This is an optimization exercise on Yosys and OpenROAD, whose aim is small area, a short achievable clock period and few clock cycles, not a production implementation. At most, simulation tests tie the RTL to the original design; equivalence was not proved. Function not checked in runs 3 and 4: the RTL went through the layout flow alone. Power figures rest on the tool's default switching activity, not on a simulated workload.

==> flow/design.v <==
module cpu(clk,reset,s,load,in,out,N,V,Z,w);
  input clk, reset, s, load;
  input [15:0] in;
  output [15:0] out;
  output N, V, Z, w;
  reg [13:0] ir;
  always @(posedge clk)
    if (load) ir <= {in[14], in[12:0]};
  wire [13:0] e = load ? {in[14], in[12:0]} : ir;
  wire       movg = e[13];           
  wire [1:0] op   = e[12:11];
  wire       movi = movg &  op[1];   
  wire       movr = movg & ~op[1];   
  wire       cmp  = ~movg & (op == 2'b01);
  wire [2:0] rn = e[10:8];
  wire [2:0] rd = e[7:5];
  wire [1:0] sh = e[4:3];
  wire [2:0] rm = e[2:0];
  wire [7:0] im8 = e[7:0];
  wire go = s & ~reset;
  reg [15:0] r0, r1, r2, r3, r4, r5, r6, r7;
  reg [15:0] a, bm;
  always @(*) begin
    case (rn)
      3'd0: a = r0; 3'd1: a = r1; 3'd2: a = r2; 3'd3: a = r3;
      3'd4: a = r4; 3'd5: a = r5; 3'd6: a = r6; default: a = r7;
    endcase
    case (rm)
      3'd0: bm = r0; 3'd1: bm = r1; 3'd2: bm = r2; 3'd3: bm = r3;
      3'd4: bm = r4; 3'd5: bm = r5; 3'd6: bm = r6; default: bm = r7;
    endcase
  end
  reg [15:0] b;
  always @(*)
    case (sh)
      2'b00: b = bm;
      2'b01: b = {bm[14:0], 1'b0};
      2'b10: b = {1'b0, bm[15:1]};
      default: b = {bm[15], bm[15:1]};
    endcase
  wire [15:0] sum  = a + b;
  wire [15:0] diff = a - b;
  reg  [15:0] res;
  always @(*)
    if (movg) res = b;
    else case (op)
      2'b00:   res = sum;
      2'b10:   res = a & b;
      default: res = ~b;
    endcase
  wire [15:0] wdata = movi ? {{8{im8[7]}}, im8} : res;
  wire [2:0]  wnum  = movi ? rn : rd;
  wire        wen   = go & ~cmp;
  always @(posedge clk) begin
    if (wen && wnum == 3'd0) r0 <= wdata;
    if (wen && wnum == 3'd1) r1 <= wdata;
    if (wen && wnum == 3'd2) r2 <= wdata;
    if (wen && wnum == 3'd3) r3 <= wdata;
    if (wen && wnum == 3'd4) r4 <= wdata;
    if (wen && wnum == 3'd5) r5 <= wdata;
    if (wen && wnum == 3'd6) r6 <= wdata;
    if (wen && wnum == 3'd7) r7 <= wdata;
  end
  reg [15:0] c;
  reg [2:0]  nvz;
  always @(posedge clk) begin
    if (go && !cmp && !movi) c <= res;
    if (go && cmp) nvz <= {diff[15], a[15] & b[15] & ~diff[15], a == b};
  end
  assign out = c;
  assign {N, V, Z} = nvz;
  assign w = 1'b1;
endmodule
==> flow/run.sh <==
#!/bin/bash
# synth_recipe.tcl (not shown) runs the flow's synth.tcl, then flattens the netlist and writes it again
# the make line also repeats each setting of config.mk as NAME=value (left out here)
make -C /OpenROAD-flow-scripts/flow DESIGN_CONFIG=/design/flow/config.mk WORK_HOME=/design/flow/orfs CLKGATE_MAP_FILE= SYNTH_SCRIPT=/design/flow/synth_recipe.tcl finish
==> flow/config.mk <==
export PLATFORM = sky130hd
export DESIGN_NAME = cpu
export DESIGN_NICKNAME = cpu
export VERILOG_FILES = /design/flow/design.v
export SDC_FILE = /design/flow/constraint.sdc
export NUM_CORES = 4
export LEC_CHECK = 0
export CAP_MARGIN = 20
export CORE_MARGIN = 2
export CORE_UTILIZATION = 40
export SLEW_MARGIN = 20
==> flow/constraint.sdc <==
create_clock -name core_clock -period 10.0 [get_ports {clk}]
set_input_delay 2.0000 -clock core_clock [delete_from_list [all_inputs] [get_ports {clk}]]
set_output_delay 2.0000 -clock core_clock [all_outputs]
set_load 0.01 [all_outputs]
==> results of run 1 <==
report_power, final:
group,leakage (nW),internal [mW],total [mW],switching (mW)
sequential,1.46,0.818,0.830,0.0124
combinational,2.23,0.271,0.768,0.496
clock,0.281,0.358,0.650,0.293
total,3.96,1.45,2.25,0.801
layout make-up:
| type | instances | share of cell area |
|---|---|---|
| Sequential cell | 161 | 0.425 |
| Timing Repair Buffer | 62 | 0.0498 |
| Multi-Input combinational cell | 715 | 0.424 |
| Inverter | 36 | 0.0122 |
| Clock buffer | 18 | 0.0397 |
| Tap cell | 324 | 0.0367 |
| Clock inverter | 13 | 0.0126 |
worst reg2reg max path, delay by kind of cell (launching register included):
family,cells,cell delay [ps]
fa+ha+maj,1,350
buf+inv,2,620
compound gates,8,3110
xor+xnor,1,170
simple gates,3,1080
mux,1,80
flops,1,370
per-stage QoR:
stage	worst slack (ps)	total power, mW	cell area (µm²)
finish	2120	2.25	11100
global route	1800	2.36	11100
CTS	2200	2.24	11100
detailed placement	1760	1.60	10500
global placement	1880	1.59	10500
floorplan	3730	1.38	9730
path summary, 6_finish.rpt:
path / startpoint / end / slack (ps) / depth (start not counted)
setup / recovery: in[2] / r6[14]$_DFFE_PP_ / 2120 / 17
hold / removal: ir[5]$_DFF_P_ / ir[5]$_DFF_P_ / 510 / 2
setup reg to reg: ir[2]$_DFF_P_ / r6[14]$_DFFE_PP_ / 3890 / 16
hold reg to reg: ir[5]$_DFF_P_ / ir[5]$_DFF_P_ / 510 / 2
registers in the layout (all words and copies together) (netlist names):
register  flops
c            16
ir           14
nvz           3
r0           16
r1           16
r2           16
r3           16
r4           16
r5           16
r6           16
r7           16
cell usage in the layout (no fill, tap or decap), types with 25 or more instances in the layout:
master	netlist	layout
a21oi_1	75	75
buf_4	2	26
clkdlybuf4s50_1	0	35
edfxtp_1	147	147
ha_1	31	31
inv_1	29	29
mux2i_1	33	25
nand2_1	161	161
nand3_1	51	51
nor2_1	77	74
nor3_1	25	25
o21ai_0	43	43
routing by layer:
layer	share of wire	wire (µm)	global-route usage
met1	0.43	12300	0.316
met2	0.47	13600	0.365
met4	0.019	544	0.0598
met5	0	0	0
met3	0.087	2510	0.0423
synth_stat cells, types with 6 or more instances:
cell        n  share of area
o21ai_0    43          0.022
o21a_1     10         0.0077
o22ai_1    11         0.0071
a31oi_1     9         0.0058
a221oi_1    8         0.0072
a21oi_1    75          0.039
nor2_1     77          0.030
nor3_1     25          0.013
mux2_2      7         0.0081
inv_1      29          0.011
dfxtp_1    14          0.029
buf_6       6         0.0069
o211ai_1   16          0.012
edfxtp_1  147           0.45
nand3_1    51          0.026
buf_2       7         0.0036
xnor2_1     7         0.0063
buf_1       8         0.0031
mux2i_1    33          0.034
o32ai_1     6         0.0054
ha_1       31          0.040
nand2_1   161          0.062
o21bai_1    7         0.0054
clkbuf_1   34          0.013
logic make-up (layout without fill, tap and decap cells):
| kind of cell | after synthesis | after routing | synth area share |
|---|---|---|---|
| AO/OA/AOI/OAI | 274 | 274 | 0.200 |
| XOR/XNOR | 11 | 11 | 0.00990 |
| adder cells (fa/ha/maj) | 32 | 32 | 0.0419 |
| buffers and inverters | 94 | 129 | 0.0437 |
| flip-flops | 161 | 161 | 0.482 |
| multiplexers | 52 | 52 | 0.0701 |
| other | 1 | 1 | 0.000385 |
| AND/OR/NAND/NOR | 345 | 345 | 0.152 |
==> impl_metrics.tcl, run 1 <==
set metrics [dict create \
    maxSlewHeadroom 0.281 \
    placed_cells 1298 \
    crit_chain "clkdlybuf4s50_1, mux2i_4, inv_2, nand3_2, o221ai_1, o22ai_1, nor2_2, inv_1, ha_1, nor2b_1, o31a_1, o221a_2, o31ai_1, a21oi_1, xnor2_1, a211o_1, o21ai_0" \
    fin_crit_ps 7880 \
    diodes 0 \
    crit_arrival_ps 7980 \
    stdcell_count 1329 \
    finalClockSkew_ps 18.2 \
    grt_max_degree 45 \
    io_pins 40 \
    final_util 0.459 \
    multi_input_area_mm2 0.00469 \
    firstDrtPassIters 5 \
    viasPerCell 5.93 \
    core_mm2 0.0241 \
    crit_path_start_kind "input port" \
    initial_core_util 0.404 \
    hpwl_um 18900 \
    gr-total-overflow 0 \
    cts-root-buf "clkbuf_16" \
    post_cts_resized 0 \
    vias 7877 \
    slew_violations 0 \
    hold_viol_final 0 \
    synth_seq_cells 161 \
    htreeDepth 4 \
    cts_made_buffers 17 \
    nets 1045 \
    ant_nets 0 \
    outcome "finished clean" \
    grt_pass1_wl_um 44000 \
    cts_hold_buffers 0 \
    crit_fanout 36 \
    ys.flop_type "edfxtp_1" \
    crit_family "compound AO/OA/AOI/OAI gates" \
    grt_pass1_vias 7348 \
    p_leak_nw 3.96 \
    holdWs_ps 514 \
    gp_congestion 0.896 \
    cts_sinks 161 \
    totalWireLength_um 29000 \
    cts_setup_buffers 0 \
    yosysSeqAreaShare 0.482 \
    grt_antenna_before_repair 0 \
    drc 0 \
    hold_path_class "flip-flop to flip-flop" \
    dieArea_mm2 0.0256 \
    wire_per_inst_um 21.8 \
    setup_viol 0 \
    p_per_area_mw_per_mm2 203 \
    portBuffers 36 \
    synth_cell_type_count 81 \
    cts_tree "done" \
    required_ps 10100 \
    area_growth_pct 13.6 \
    synth_cells 970 \
    layout.area.seq_mm2 0.00469 \
    syn_area_per_cell_um2 10.0 \
    drive_gt1_frac 0.119 \
    critPathBufInv 3 \
    synth_fp_nets 1022 \
    drtIter0Drc 719 \
    tightest_slew_ps 1080 \
    fmax_ghz 0.127 \
    die_w_um 160 \
    clock_path_buffers 2 \
    grt_usage 0.227 \
    cp-end-kind "flip-flop" \
    synthArstFlopShare 0 \
    clkTransAtPathRegs_ps 70 \
    rows 57 \
    fillers 2324 \
    synth_edf_count 147 \
    syn_area_mm2 0.00973 \
    cap_violations 0 \
    ys.warnings.count 1 \
    period_share 0.788 \
    max-vdd-ir-drop_v 0.000108 \
    rsz0062_at_grt "no" \
    cpPeakStageDelay_ps 700 \
    die_h_um 160 \
    tns_ps 0 \
    cpMaxStageDelayCell "o21ai_0" \
    clkLatencyLatePin_ps 430 \
    critPathKind "input port to flip-flop" \
]
Testbench counts, summed over its fixed seeds: cycles 16,000.
==> run 2: changes to the inputs <==
--- a/flow/config.mk
+++ b/flow/config.mk
@@ -8,4 +8,6 @@
 export CAP_MARGIN = 20
 export CORE_MARGIN = 2
 export CORE_UTILIZATION = 40
+export SETUP_SLACK_MARGIN = 5
 export SLEW_MARGIN = 20
+export TNS_END_PERCENT = 100
==> run 2 against run 1 <==
Effect of this change: design area increased by 20%; largest power group is now combinational cells; flip-flop and latch count did not move; synthesized cell count stayed put; global-route usage up 3.4 points; cell count is 8.3% higher; clock skew down 5.6 ps.
==> impl_metrics.tcl, run 2 <==
set metrics [dict create \
    area_growth_pct 36.2 \
    cp-end-kind "flip-flop" \
    tightest_slew_ps 784 \
    syn_area_mm2 0.00973 \
    grt_pass1_wl_um 50600 \
    yosysSeqAreaShare 0.482 \
    setup_viol 0 \
    cts_made_buffers 17 \
    synthTopCellsByCount "nand2_1, edfxtp_1, nor2_1" \
    required_ps 10230 \
    switching_share 0.371 \
    vias 8709 \
    ff2ff_path_depth 18 \
    cap_violations 0 \
    grt_usage 0.261 \
    firstDrtPassIters 7 \
    htreeDepth 4 \
    cts_tree "done" \
    portBuffers 36 \
    timing.rr.start "ir[1]$_DFF_P_" \
    syn_area_per_cell_um2 10.0 \
    die_h_um 160 \
    yosysTopAreaCell "edfxtp_1" \
    crit_path_end "r7[10]$_DFFE_PP_" \
    placed_cells 1300 \
    gr-total-overflow 0 \
    crit_fanout 8 \
    power_mw 2.64 \
    pwr-share-seq 0.315 \
    clkTransAtPathRegs_ps 70 \
    cts_sinks 161 \
    fin_crit_ps 5570 \
    synth_fp_nets 1022 \
    ys.warnings.count 1 \
    grt_antenna_before_repair 0 \
    crit_path_start "load" \
    totalWireLength_um 33300 \
    ff2ff_setup_slack_ps 5760 \
    viasPerCell 6.05 \
    crit_arrival_ps 5800 \
    synth_seq_cells 161 \
    rows 57 \
    crit_path_frequent_cell "buf_12" \
    cpMaxStageDelayCell "mux4_2" \
    maxSlewHeadroom 0.478 \
    final_common_cell "nand2_1" \
    crit_chain "buf_16, buf_12, mux2i_4, buf_12, mux4_2, nor2_1, a211o_1, nor2_2, nor2_4, inv_2, ha_4, nor2b_4, o31a_1, o221a_4, o31ai_4, buf_6, nand4b_1, o311ai_4, o21ai_2, o2bb2ai_4" \
    max-vdd-ir-drop_v 0.000125 \
    final_cell_mix "nand2_1, edfxtp_1, buf_4" \
    drive_gt1_frac 0.308 \
    die_w_um 160 \
    slew_violations 0 \
    synth_area_leaders "edfxtp_1, nand2_1, ha_1, a21oi_1, mux2i_1" \
    p_switching_mw 0.979 \
    io_pins 40 \
    wire_per_inst_um 23.2 \
    cpPeakStageDelay_ps 500 \
    pwr-share-comb 0.436 \
    ant_nets 0 \
    synth_cell_type_count 81 \
    rsz0062_at_grt "yes" \
    fmax_ghz 0.180 \
    finalClockSkew_ps 12.5 \
    stdcell_count 1439 \
    diodes 0 \
    holdPathStages 1 \
    synth_most_common_cell "nand2_1" \
    rr_endpoint "r7[10]$_DFFE_PP_" \
    synth_top_area_frac 0.454 \
    p_leak_nw 4.87 \
    nets 1154 \
    ys.flop_type "edfxtp_1" \
    clock_path_buffers 2 \
    critPathKind "input port to flip-flop" \
    p_per_area_mw_per_mm2 199 \
    grt_pass1_vias 8319 \
    initial_core_util 0.404 \
    cts-root-buf "clkbuf_16" \
    period_share 0.557 \
    pwr-share-clk 0.249 \
    drtIter0Drc 908 \
    core_mm2 0.0241 \
    synthArstFlopShare 0 \
    hold_path_class "flip-flop to flip-flop" \
    grt_max_degree 38 \
    drc 0 \
    dieArea_mm2 0.0256 \
    outcome "finished clean" \
    hpwl_um 19100 \
    synth_cells 970 \
    p_int_mw 1.66 \
    synth_edf_count 147 \
    tns_ps 0 \
    crit_path_start_kind "input port" \
    clkLatencyLatePin_ps 440 \
    hold_viol_final 0 \
    gp_congestion 0.865 \
]
==> run 2: cell count changes in the layout (fill, tap and decap cells not counted), moves of 10 or more <==
cell / before / now
nor2_1: 74 / 64
buf_6: 0 / 12
buf_4: 26 / 97
ha_1: 31 / 16
buf_12: 0 / 14
a21oi_2: 4 / 16
a21oi_1: 75 / 61
==> run 2: worst min-delay path by stage <==
stage,end,from,slack (ps)
after floorplan,ir[5]$_DFF_P_,ir[5]$_DFF_P_,450
after global placement,ir[5]$_DFF_P_,ir[5]$_DFF_P_,500
after detailed placement,ir[6]$_DFF_P_,ir[6]$_DFF_P_,500
after CTS,ir[6]$_DFF_P_,ir[6]$_DFF_P_,520
after global routing,ir[6]$_DFF_P_,ir[6]$_DFF_P_,550
final,ir[6]$_DFF_P_,ir[6]$_DFF_P_,510
==> run 2: power groups by stage <==
stage / Sequential, mW / Combinational (mW) / Clock [mW]
after floorplan: 0.844 / 0.598 / 0
after global placement: 0.844 / 0.805 / 0
after detailed placement: 0.844 / 0.812 / 0
after global routing: 0.832 / 1.22 / 0.689
final: 0.830 / 1.15 / 0.656
after CTS: 0.829 / 1.08 / 0.657
==> run 2: area by class of cell <==
cell class | count | area (µm²)
Inverter | 36 | 186
Fill cell | 2055 | 10900
Sequential cell | 161 | 4690
Clock inverter | 15 | 164
Timing Repair inverter | 1 | 8.76
Tap cell | 324 | 405
Clock buffer | 17 | 425
Timing Repair Buffer | 170 | 1860
Multi-Input combinational cell | 715 | 5510
==> run 2: per-stage QoR <==
stage	setup slack [ps]	hold WS (ps)	utilization	area, µm²
6_report	4430	514	0.550	13200
2_1_floorplan	4330	455	-	10000
5_1_grt	4270	548	0.550	13200
3_3_place_gp	2460	498	0.444	10700
4_1_cts	4480	518	0.542	13100
3_5_place_dp	2420	500	0.444	10700
==> run 2: per-layer routing <==
layer | vias up | GRT usage | wire [µm] | part of all wire
met3 | 83 | 0.0377 | 2990 | 0.090
met1 | 4239 | 0.351 | 13500 | 0.41
met2 | 485 | 0.427 | 15600 | 0.47
met4 | 0 | 0.102 | 1220 | 0.037
li1 | 3902 | - | - | -
met5 | - | 0 | 0 | 0
==> run 2: logic make-up after synthesis <==
kind of cell | synth area share
buf+inv | 0.0437
mux | 0.0701
fa+ha+maj | 0.0419
xor+xnor | 0.00990
simple gates | 0.152
flops | 0.482
compound gates | 0.200
other cells | 0.000385
==> run 2: repair_timing <==
| item | 4_1_cts | 5_1_grt |
|---|---|---|
| hold buffers | 0 | 0 |
| setup endpoints to repair | 147 | 167 |
| hold endpoints to repair | 0 | 0 |
| cloned | 12 | 0 |
| resized for setup | 175 | 21 |
| pin swaps | 66 | 18 |
| setup buffers | 84 | 11 |
==> run 2: critical path: cells and delay by family <==
family | cells | cell delay [ps]
adders and majority gates | 1 | 210
muxes | 2 | 750
AOI/OAI and AO/OA | 7 | 1600
buffers and inverters | 5 | 600
and+or+nand+nor | 5 | 630
==> run 3: changes to the inputs <==
==> flow/design.v (replaced) <==
module shifter(in, shift, out);
  input [15:0] in;
  input [1:0] shift;
  output reg [15:0] out;
  always @(*)
    case (shift)
      2'b00: out = in;
      2'b01: out = {in[14:0], 1'b0};
      2'b10: out = {1'b0, in[15:1]};
      default: out = {in[15], in[15:1]};
    endcase
endmodule
module cpu(clk,reset,s,load,in,out,N,V,Z,w);
  input clk, reset, s, load;
  input [15:0] in;
  output [15:0] out;
  output N, V, Z, w;
  reg [13:0] ir;
  always @(posedge clk)
    if (load) ir <= {in[14], in[12:0]};
  wire [13:0] e = load ? {in[14], in[12:0]} : ir;
  wire       movg = e[13];           
  wire [1:0] op   = e[12:11];        
  wire       movi = movg &  op[1];   
  wire       cmp  = ~movg & ~op[1] & op[0];
  wire [2:0] rn = e[10:8];
  wire [2:0] rd = e[7:5];
  wire [1:0] sh = e[4:3];
  wire [2:0] rm = e[2:0];
  wire [7:0] im8 = e[7:0];
  wire go = s & ~reset;
  reg [15:0] r0, r1, r2, r3, r4, r5, r6, r7;
  wire [127:0] rf = {r7, r6, r5, r4, r3, r2, r1, r0};
  wire [7:0] sa = movg ? 8'd0 : (8'd1 << rn);
  wire [7:0] sb = 8'd1 << rm;
  wire [15:0] a, bm;
  rdport pa(rf, sa, a);
  rdport pb(rf, sb, bm);
  wire [15:0] b;
  shifter u_sh(bm, sh, b);
  wire        sub = ~op[1] & op[0];
  wire [15:0] sum = a + (b ^ {16{sub}}) + {15'd0, sub};
  reg  [15:0] res;
  always @(*)
    case (op)
      2'b10:   res = a & b;
      2'b11:   res = ~b;
      default: res = sum;
    endcase
  wire [15:0] wdata = movi ? {{8{im8[7]}}, im8} : res;
  wire [2:0]  wnum  = movi ? rn : rd;
  wire [7:0]  wsel  = (go & ~cmp) ? (8'd1 << wnum) : 8'd0;
  always @(posedge clk) begin
    if (wsel[0]) r0 <= wdata;
    if (wsel[1]) r1 <= wdata;
    if (wsel[2]) r2 <= wdata;
    if (wsel[3]) r3 <= wdata;
    if (wsel[4]) r4 <= wdata;
    if (wsel[5]) r5 <= wdata;
    if (wsel[6]) r6 <= wdata;
    if (wsel[7]) r7 <= wdata;
  end
  reg [15:0] c;
  reg [2:0]  nvz;
  always @(posedge clk) begin
    if (go && !cmp && !movi) c <= res;
    if (go && cmp) nvz <= {sum[15], a[15] & b[15] & ~sum[15], sum == 16'd0};
  end
  assign out = c;
  assign {N, V, Z} = nvz;
  assign w = 1'b1;
endmodule
module rdport(rf, sel, q);
  input [127:0] rf;
  input [7:0] sel;
  output reg [15:0] q;
  integer k;
  always @(*) begin
    q = 16'd0;
    for (k = 0; k < 8; k = k + 1) q = q | ({16{sel[k]}} & rf[k*16 +: 16]);
  end
endmodule
==> run 3 against run 2 <==
Effect of this change: via count is 13% lower; clock power hardly changed; non-clock buffer count is 17 lower; flip-flop and latch count stayed put; power is 0.84% higher; die area is 5.8% lower; worst hold slack better by 6.8 ps; register-to-register slack worse by 130 ps; global-route usage is 0.14 points lower; core utilization is 0.43 points lower.
==> impl_metrics.tcl, run 3 <==
set metrics [dict create \
    outcome "finished clean" \
    rr_endpoint "nvz[0]$_DFFE_PP_" \
    firstDrtPassIters 6 \
    cp-end-kind "flip-flop" \
    synth_seq_cells 161 \
    dieArea_mm2 0.0241 \
    crit_path_start_kind "input port" \
    drive_gt1_frac 0.331 \
    fmax_ghz 0.172 \
    tns_ps 0 \
    diodes 0 \
    crit_family "compound AO/OA/AOI/OAI gates" \
    critPathKind "input port to flip-flop" \
    period_share 0.581 \
    grt_pass1_vias 7364 \
    finalClockSkew_ps 14.3 \
    crit_path_end "nvz[0]$_DFFE_PP_" \
    synth_most_common_cell "edfxtp_1" \
    synth_edf_count 147 \
    cts_hold_buffers 0 \
    synth_fp_nets 843 \
    syn_area_mm2 0.00916 \
    grt_max_degree 27 \
    crit_chain "clkdlybuf4s50_1, or3b_4, and2_2, o221ai_1, a22oi_2, mux2_4, fa_2, nor2b_2, o31a_1, o211ai_1, buf_4, a21oi_2, nor2_2, xor2_2, o2111ai_2, a211oi_2, nor4bb_4" \
    grtUsageMet3 0.0429 \
    critPathBufInv 2 \
    cap_violations 0 \
    grt_usage 0.259 \
    ant_nets 0 \
    final_cell_mix "edfxtp_1, buf_4, mux2i_1" \
    synthArstFlopShare 0 \
    ys.warnings.count 3 \
    p_switching_mw 0.939 \
    synth_area_leaders "edfxtp_1, mux2i_1, nand2_1, dfxtp_1, a22oi_1" \
    yosysTopAreaCell "edfxtp_1" \
    io_pins 40 \
    hold_path_class "flip-flop to flip-flop" \
    area_growth_pct 34.4 \
    cpPeakStageDelay_ps 480 \
    gr-usage-met2 0.429 \
    cts_sinks 161 \
    hpwl_um 18300 \
    drc 0 \
    synthTopCellsByCount "edfxtp_1, mux2i_1, nand2_1" \
    clock_path_buffers 2 \
    synth_top_area_frac 0.482 \
    gp_congestion 0.880 \
    wire_per_inst_um 25.1 \
    ff2ff_setup_slack_ps 5630 \
    timing.rr.start "ir[2]$_DFF_P_" \
    yosysSeqAreaShare 0.513 \
    placed_area_mm2 0.0100 \
    core_mm2 0.0226 \
    setup_viol 0 \
    final_common_cell "edfxtp_1" \
    cpMaxStageDelayCell "or3b_4" \
    htreeDepth 4 \
    crit_arrival_ps 6060 \
    top_usage_layer "met2" \
    final_util 0.545 \
    tightest_slew_ps 920 \
    max-vdd-ir-drop_v 0.000118 \
    slew_violations 0 \
    cts_made_buffers 17 \
    grt_pass1_wl_um 45900 \
    maxSlewHeadroom 0.380 \
    switching_share 0.353 \
    pwr-share-clk 0.248 \
    grt_antenna_before_repair 0 \
    die_w_um 155 \
    crit_fanout 5 \
    vias 7559 \
    cts_tree "done" \
    rows 55 \
    nets 974 \
    initial_core_util 0.406 \
    rsz0062_at_grt "yes" \
    pwr-share-comb 0.428 \
    p_leak_nw 4.59 \
    ff2ff_path_depth 20 \
    totalWireLength_um 31000 \
    cp.depth 17 \
    drtIter0Drc 775 \
    crit_path_start "in[10]" \
    p_int_mw 1.72 \
    viasPerCell 6.11 \
    synth_cell_type_count 73 \
    clkTransAtPathRegs_ps 70 \
    p_per_area_mw_per_mm2 216 \
    ys.flop_type "edfxtp_1" \
    pwr-share-seq 0.324 \
    clkLatencyLatePin_ps 440 \
    synth_cells 808 \
    cts-root-buf "clkbuf_16" \
    grt_util_met1 0.333 \
    power_mw 2.66 \
    syn_area_per_cell_um2 11.3 \
    gr-total-overflow 0 \
    hold_viol_final 0 \
    die_h_um 155 \
    fin_crit_ps 5810 \
    required_ps 10250 \
    portBuffers 36 \
    fin_area_mm2 0.0123 \
]
[run 3: worst min-delay path by stage]
| stage | startpoint | endpoint | slack [ps] | cells past startpoint |
|---|---|---|---|---|
| 2_1_floorplan | ir[5]$_DFF_P_ | ir[5]$_DFF_P_ | 470 | 1 |
| 3_3_place_gp | ir[7]$_DFF_P_ | ir[7]$_DFF_P_ | 500 | 1 |
| 3_5_place_dp | ir[7]$_DFF_P_ | ir[7]$_DFF_P_ | 510 | 1 |
| 4_1_cts | ir[7]$_DFF_P_ | ir[7]$_DFF_P_ | 520 | 1 |
| 5_1_grt | ir[7]$_DFF_P_ | ir[7]$_DFF_P_ | 540 | 1 |
| 6_report | ir[7]$_DFF_P_ | ir[7]$_DFF_P_ | 520 | 1 |
[run 3: logic make-up (layout without fill, tap and decap cells)]
logic type,Yosys count,count (layout),share of synthesized area
mux,115,115,0.138
flops,161,161,0.513
fa+ha+maj,15,15,0.0213
xor+xnor,26,26,0.0257
simple gates,225,225,0.115
compound gates,204,204,0.158
buf+inv,61,205,0.0286
other cells,1,1,0.000410
[run 3: area by class of cell]
cell class	instances	area, µm²
Fill cell	1841	10300
Multi-Input combinational cell	586	4910
Sequential cell	161	4690
Timing Repair Buffer	153	1600
Clock buffer	18	429
Tap cell	285	357
Clock inverter	14	153
Inverter	15	114
Timing Repair inverter	5	53.8
[run 3: repair_timing]
item                                    4_1_cts  5_1_grt
endpoints found under the setup margin      294      136
pin swaps                                    46       19
resized for setup                           147       50
setup buffers                                68       14
cloned                                       13        0
[run 3: per-layer routing]
metal / up-vias / wire [µm] / share of wire
met4: 0 / 1240 / 0.040
met5: - / 0 / 0
li1: 3383 / - / -
met1: 3723 / 12400 / 0.40
met2: 381 / 15000 / 0.48
met3: 72 / 2360 / 0.076
[run 3: power by group through the flow]
stage | Clock [mW] | Sequential [mW] | Combinational [mW]
after floorplan | 0 | 0.877 | 0.542
final | 0.659 | 0.862 | 1.14
after global placement | 0 | 0.876 | 0.763
after global routing | 0.688 | 0.865 | 1.20
after CTS | 0.661 | 0.861 | 1.02
after detailed placement | 0 | 0.876 | 0.764
[run 3: metrics by stage]
step	hold WS, ps	cells	worst slack [ps]
5_1_grt	537	1237	3990
3_3_place_gp	501	1110	1850
6_report	521	1237	4190
4_1_cts	523	1223	4240
2_1_floorplan	471	808	4110
3_5_place_dp	507	1110	1770
[run 3: worst reg2reg max path, stage by stage (launching register included)]
cell	delay, ps
dfxtp_1	330
mux2i_4	190
buf_12	190
inv_16	60
mux2i_2	190
o2bb2ai_1	100
a221oi_2	430
nand2_1	100
a31o_2	280
xnor2_1	130
ha_1	360
a21oi_4	150
o21bai_1	90
a21o_1	200
a221oi_2	260
o21bai_2	120
a21oi_1	190
a31oi_2	150
xnor2_2	230
buf_12	170
nor4bb_4	290
==> run 4: changes to the inputs <==
==> flow/design.v (replaced) <==
module cpu(clk,reset,s,load,in,out,N,V,Z,w);
  input clk, reset, s, load;
  input [15:0] in;
  output [15:0] out;
  output N, V, Z, w;
  reg [13:0] ir;
  always @(posedge clk)
    if (load) ir <= {in[14], in[12:0]};
  wire [13:0] e = load ? {in[14], in[12:0]} : ir;
  wire       movg = e[13];           
  wire [1:0] op   = e[12:11];        
  wire       movi = movg &  op[1];   
  wire       cmp  = ~movg & ~op[1] &  op[0];
  wire       andi = ~movg &  op[1] & ~op[0];
  wire       inv  = ~movg &  op[0];            
  wire       usea = ~movg & ~(op[1] & op[0]);  
  wire [2:0] rn = e[10:8];
  wire [1:0] sh = e[4:3];
  wire [2:0] rm = e[2:0];
  wire go = s & ~reset;
  reg pend;
  reg [15:0] r0, r1, r2, r3, r4, r5, r6, r7;
  wire [15:0] sum;
  wire        wmovi = ir[13] & ir[12];
  wire [15:0] wdata = wmovi ? {{8{ir[7]}}, ir[7:0]} : sum;
  wire [2:0]  wnum  = wmovi ? ir[10:8] : ir[7:5];
  wire [7:0]  wsel  = pend ? (8'd1 << wnum) : 8'd0;
  always @(posedge clk) begin
    pend <= go & ~cmp;
    if (wsel[0]) r0 <= wdata;
    if (wsel[1]) r1 <= wdata;
    if (wsel[2]) r2 <= wdata;
    if (wsel[3]) r3 <= wdata;
    if (wsel[4]) r4 <= wdata;
    if (wsel[5]) r5 <= wdata;
    if (wsel[6]) r6 <= wdata;
    if (wsel[7]) r7 <= wdata;
  end
  wire [127:0] rf = {r7, r6, r5, r4, r3, r2, r1, r0};
  wire fwa = pend & (wnum == rn);
  wire fwb = pend & (wnum == rm);
  wire [7:0] sa = (usea & ~fwa) ? (8'd1 << rn) : 8'd0;
  wire [7:0] sb = fwb ? 8'd0 : (8'd1 << rm);
  wire [15:0] a, bm;
  rdport pa(rf, wdata, sa, usea & fwa, a);
  rdport pb(rf, wdata, sb, fwb, bm);
  reg [15:0] b;
  always @(*)
    case (sh)
      2'b00: b = bm;
      2'b01: b = {bm[14:0], 1'b0};
      2'b10: b = {1'b0, bm[15:1]};
      default: b = {bm[15], bm[15:1]};
    endcase
  wire [15:0] bi = inv ? ~b : b;
  reg [15:0] p, g;
  reg cin, vpre;
  reg cw, cf;    
  always @(posedge clk)
    if (go && !movi) begin
      p    <= andi ? (a & bi) : (a ^ bi);
      g    <= andi ? 16'd0 : (a & bi);
      cin  <= cmp;
      vpre <= a[15] & b[15];
      cw   <= ~cmp;
      cf   <= cmp;
    end
  wire [15:0] cy;    
  adder_carries ac(p, g, cin, cy);
  assign sum = p ^ cy;
  wire [2:0] nvz = {sum[15], vpre & ~sum[15], &p};
  reg [15:0] c;
  reg [2:0]  st;
  always @(posedge clk) begin
    if (cw) c <= sum;
    if (cf) st <= nvz;
  end
  assign out = cw ? sum : c;
  assign {N, V, Z} = cf ? nvz : st;
  assign w = 1'b1;
endmodule
module rdport(rf, fw, sel, fsel, q);
  input [127:0] rf;
  input [15:0] fw;
  input [7:0] sel;
  input fsel;
  output reg [15:0] q;
  integer k;
  always @(*) begin
    q = {16{fsel}} & fw;
    for (k = 0; k < 8; k = k + 1) q = q | ({16{sel[k]}} & rf[k*16 +: 16]);
  end
endmodule
module adder_carries(p, g, cin, cy);
  input [15:0] p, g;
  input cin;
  output [15:0] cy;
  wire [15:0] g0 = {g[15:1], g[0] | (p[0] & cin)};
  wire [15:0] g1, p1, g2, p2, g3, p3, g4;
  wire [15:0] p0 = p;
  genvar i;
  generate
    for (i = 0; i < 16; i = i + 1) begin : ks
      if (i >= 1) begin : l1
        assign g1[i] = g0[i] | (p0[i] & g0[i-1]);
        assign p1[i] = p0[i] & p0[i-1];
      end else begin : l1b
        assign g1[i] = g0[i];
        assign p1[i] = p0[i];
      end
      if (i >= 2) begin : l2
        assign g2[i] = g1[i] | (p1[i] & g1[i-2]);
        assign p2[i] = p1[i] & p1[i-2];
      end else begin : l2b
        assign g2[i] = g1[i];
        assign p2[i] = p1[i];
      end
      if (i >= 4) begin : l3
        assign g3[i] = g2[i] | (p2[i] & g2[i-4]);
        assign p3[i] = p2[i] & p2[i-4];
      end else begin : l3b
        assign g3[i] = g2[i];
        assign p3[i] = p2[i];
      end
      if (i >= 8) begin : l4
        assign g4[i] = g3[i] | (p3[i] & g3[i-8]);
      end else begin : l4b
        assign g4[i] = g3[i];
      end
    end
  endgenerate
  assign cy = {g4[14:0], cin};
endmodule
==> run 4 against run 3 <==
Effect of this change: power shrank 8.4%; synthesized cell count grew 16%; flip-flop and latch count grew 35; synthesized area grew 13%; cell count grew 15%; combinational power shrank 38%; sequential share of layout area grew 3.7 points; wire length grew 16%; die area grew 13%; design area grew 8.2%; core utilization shrank 1.9 points; largest power group is now sequential cells; highest routed layer unchanged.
==> impl_metrics.tcl, run 4 <==
set metrics [dict create \
    outcome "finished clean" \
    core_mm2 0.0253 \
    grt_antenna_before_repair 0 \
    finalClockSkew_ps 13.0 \
    cts_made_buffers 17 \
    crit_path_frequent_cell "buf_6" \
    drive_gt1_frac 0.280 \
    crit_arrival_ps 5590 \
    cpPeakStageDelay_ps 550 \
    maxSlewHeadroom 0.255 \
    synth_cells 941 \
    fillers 2155 \
    crit_chain "buf_6, buf_12, buf_4, mux2i_4, clkinv_4, and3_4, a211oi_4, buf_6, a21oi_1, or4_4, or4b_4, or2_1, a31oi_2, xnor2_1, ha_1, mux2_4" \
    synth_most_common_cell "edfxtp_1" \
    syn_area_mm2 0.0104 \
    drtIter0Drc 1313 \
    synthAdderAreaFrac 0.0217 \
    totalWireLength_um 36100 \
    p_int_mw 1.63 \
    viasPerCell 6.38 \
    synthArstFlopShare 0 \
    critPathBufInv 5 \
    yosysTopAreaCell "edfxtp_1" \
    cp.depth 16 \
    fin_crit_ps 5380 \
    hold_viol_final 0 \
    clock_path_buffers 2 \
    ys.warnings.count 2 \
    gp_congestion 0.943 \
    critPathKind "input port to flip-flop" \
    cts_sinks 196 \
    grt_pass1_wl_um 52300 \
    initial_core_util 0.410 \
    ff2ff_path_depth 16 \
    slew_violations 0 \
    pwr-share-seq 0.423 \
    area_growth_pct 28.3 \
    ff2ff_setup_slack_ps 5650 \
    diodes 0 \
    p_leak_nw 4.87 \
    max-vdd-ir-drop_v 0.000123 \
    portBuffers 36 \
    tightest_slew_ps 1110 \
    rows 58 \
    p_switching_mw 0.806 \
    crit_fanout 8 \
    ant_nets 0 \
    tns_ps 0 \
    synth_edf_count 165 \
    cts_tree "done" \
    drc 0 \
    synth_area_leaders "edfxtp_1, dfxtp_1, nand2_1, mux2_2, a22oi_1" \
    crit_path_start "load" \
    die_w_um 165 \
    fmax_ghz 0.186 \
    cpMaxStageDelayCell "or4_4" \
    wire_per_inst_um 25.4 \
    vias 9053 \
    timing.rr.start "cf$_DFFE_PP_" \
    synth_cell_type_count 74 \
    grt_util_met1 0.346 \
    grtUsageMet3 0.0534 \
    p_per_area_mw_per_mm2 183 \
    pwr-share-comb 0.290 \
    clkLatencyLatePin_ps 450 \
    grt_usage 0.265 \
    top_usage_layer "met2" \
    clkTransAtPathRegs_ps 80 \
    rr_endpoint "p[10]$_DFFE_PP_" \
    die_h_um 165 \
    pwr-share-clk 0.287 \
    crit_path_end "p[13]$_DFFE_PP_" \
    yosys.area_share.simple 0.150 \
    syn_area_per_cell_um2 11.0 \
    cp-end-kind "flip-flop" \
    synth_xor_area_frac 0.0270 \
    firstDrtPassIters 6 \
    cts-root-buf "clkbuf_16" \
    gr-usage-met2 0.413 \
    crit_family "simple AND/OR/NAND/NOR gates" \
    switching_share 0.331 \
    io_pins 40 \
    nets 1114 \
    crit_path_start_kind "input port" \
    synth_top_area_frac 0.477 \
    grt_pass1_vias 8655 \
    synth_top_family_by_area "compound AO/OA/AOI/OAI gates" \
    synth_fp_nets 979 \
    yosysSeqAreaShare 0.537 \
    gr-total-overflow 0 \
    ys.flop_type "edfxtp_1" \
    required_ps 10200 \
    setup_viol 0 \
    rsz0062_at_grt "yes" \
    htreeDepth 4 \
    dieArea_mm2 0.0273 \
    synthTopCellsByCount "edfxtp_1, nand2_1, nand3_1" \
    hold_path_class "flip-flop to flip-flop" \
    final_util 0.526 \
    final_cell_mix "edfxtp_1, nand2_1, buf_4" \
    hpwl_um 23100 \
    synth-compound-area-share 0.168 \
    cap_violations 0 \
    synthMuxAreaShare 0.0703 \
    final_common_cell "edfxtp_1" \
    synth_seq_cells 196 \
    grt_max_degree 35 \
    period_share 0.538 \
]
-- run 4: cell count changes in the layout (fill, tap and decap cells not counted), sizes merged, moves of 12 or more --
cell and change:
nor3 +12, mux2i -67, nand2 +19, nand3 +25
mux2 +21, edfxtp +18, buf +16, a21oi +18
o21ai -17, and2 +17, a22oi +12, dfxtp +17
a221oi +12
-- run 4: worst register-to-register path: cells and delay by family (launching register included) --
family | cells | cell delay, ps
adder cells (fa/ha/maj) | 3 | 680
multiplexers | 3 | 890
AND/OR/NAND/NOR | 2 | 640
flip-flops | 1 | 460
AO/OA/AOI/OAI | 5 | 950
XOR/XNOR | 1 | 140
buffers and inverters | 2 | 340
-- run 4: final cells by class --
type                    instances  area, µm²  area share
flip-flops and latches        196       5580       0.418
multi-input cells             678       5150       0.386
repair buffers                162       1470       0.110
clock buffers                  17        425      0.0319
well taps                     330        413      0.0310
clock inverters                15        185      0.0139
inverters                      21        108     0.00808
-- run 4: metrics by stage --
step	power [mW]	hold slack, ps	cell area, µm²	setup WS [ps]	cells
global route	2.53	476	13300	4540	1419
global placement	1.60	439	11300	2880	1293
detailed placement	1.60	447	11300	2890	1293
CTS	2.36	461	12700	4610	1380
finish	2.43	459	13300	4620	1419
floorplan	1.39	487	10400	4600	941
-- run 4: repair_timing --
item	CTS	global route
hold buffers	0	0
buffers inserted	53	37
gates resized for setup	115	68
pin swaps	52	49
endpoints found under the setup margin	45	37
gates cloned	2	1
-- run 4: per-layer routing --
metal	vias up	routed length, µm
met3	146	4090
met5	-	0
met4	0	2020
met2	668	16100
met1	4310	13900
li1	3929	-
-- run 4: how the worst min path moves through the flow --
stage | from | to | cells past startpoint
2_1_floorplan | c[7]$_DFF_P_ | c[7]$_DFF_P_ | 1
3_3_place_gp | c[7]$_DFF_P_ | c[7]$_DFF_P_ | 1
3_5_place_dp | c[8]$_DFF_P_ | c[8]$_DFF_P_ | 1
4_1_cts | c[8]$_DFF_P_ | c[8]$_DFF_P_ | 1
5_1_grt | c[8]$_DFF_P_ | c[8]$_DFF_P_ | 1
6_report | c[14]$_DFF_P_ | c[14]$_DFF_P_ | 2
-- run 4: cells by family after synthesis --
kind of cell             after synthesis
multiplexers                          65
buffers and inverters                 67
AO/OA/AOI/OAI                        242
flip-flops                           196
XOR/XNOR                              32
AND/OR/NAND/NOR                      320
other                                  1
adder cells (fa/ha/maj)               18
-- run 4: power by group through the flow --
stage / Combinational [mW] / Sequential (mW) / Clock (mW)
2_1_floorplan: 0.365 / 1.02 / 0
3_3_place_gp: 0.554 / 1.04 / 0
3_5_place_dp: 0.558 / 1.04 / 0
4_1_cts: 0.627 / 1.03 / 0.705
5_1_grt: 0.756 / 1.04 / 0.738
6_report: 0.706 / 1.03 / 0.699

==> port drivers added, routing unchanged <==
The results above use ideal ports. As a check the final layouts listed here were re-extracted and re-timed, cells and wires unchanged. Step 1 (the two cells are an assumption about what drives the block):
set clk [get_ports {clk}]
set_driving_cell -lib_cell sky130_fd_sc_hd__clkbuf_16 $clk
set_driving_cell -lib_cell sky130_fd_sc_hd__buf_2 [delete_from_list [all_inputs] $clk]
Step 2 also shifts input and output timing later by t, the mid clock arrival at the registers, as if the neighbouring blocks saw the same clock. a / b / c = ideal / step 1 / step 2; a / b = the first two.
| run | t, ns | setup WS [ns] | worst setup path at the end | clock arrival spread, ns |
|---|---|---|---|---|
| run 1 | 0.471 | 2.118 / 2.143 / 1.672 | input to register | 0.018 / 0.018 |
| run 2 | 0.481 | 4.430 / 4.395 / 3.914 | input to register | 0.012 / 0.012 |
| run 3 | 0.476 | 4.185 / 4.157 / 3.681 | input to register | 0.014 / 0.015 |
| run 4 | 0.491 | 4.619 / 4.631 / 4.139 | input to register | 0.012 / 0.013 |
After both steps setup and hold are still met in every run listed. For run 2, which loses most, drivers alone change the setup slack by -0.035 ns; drivers and shift together by -0.516 ns.
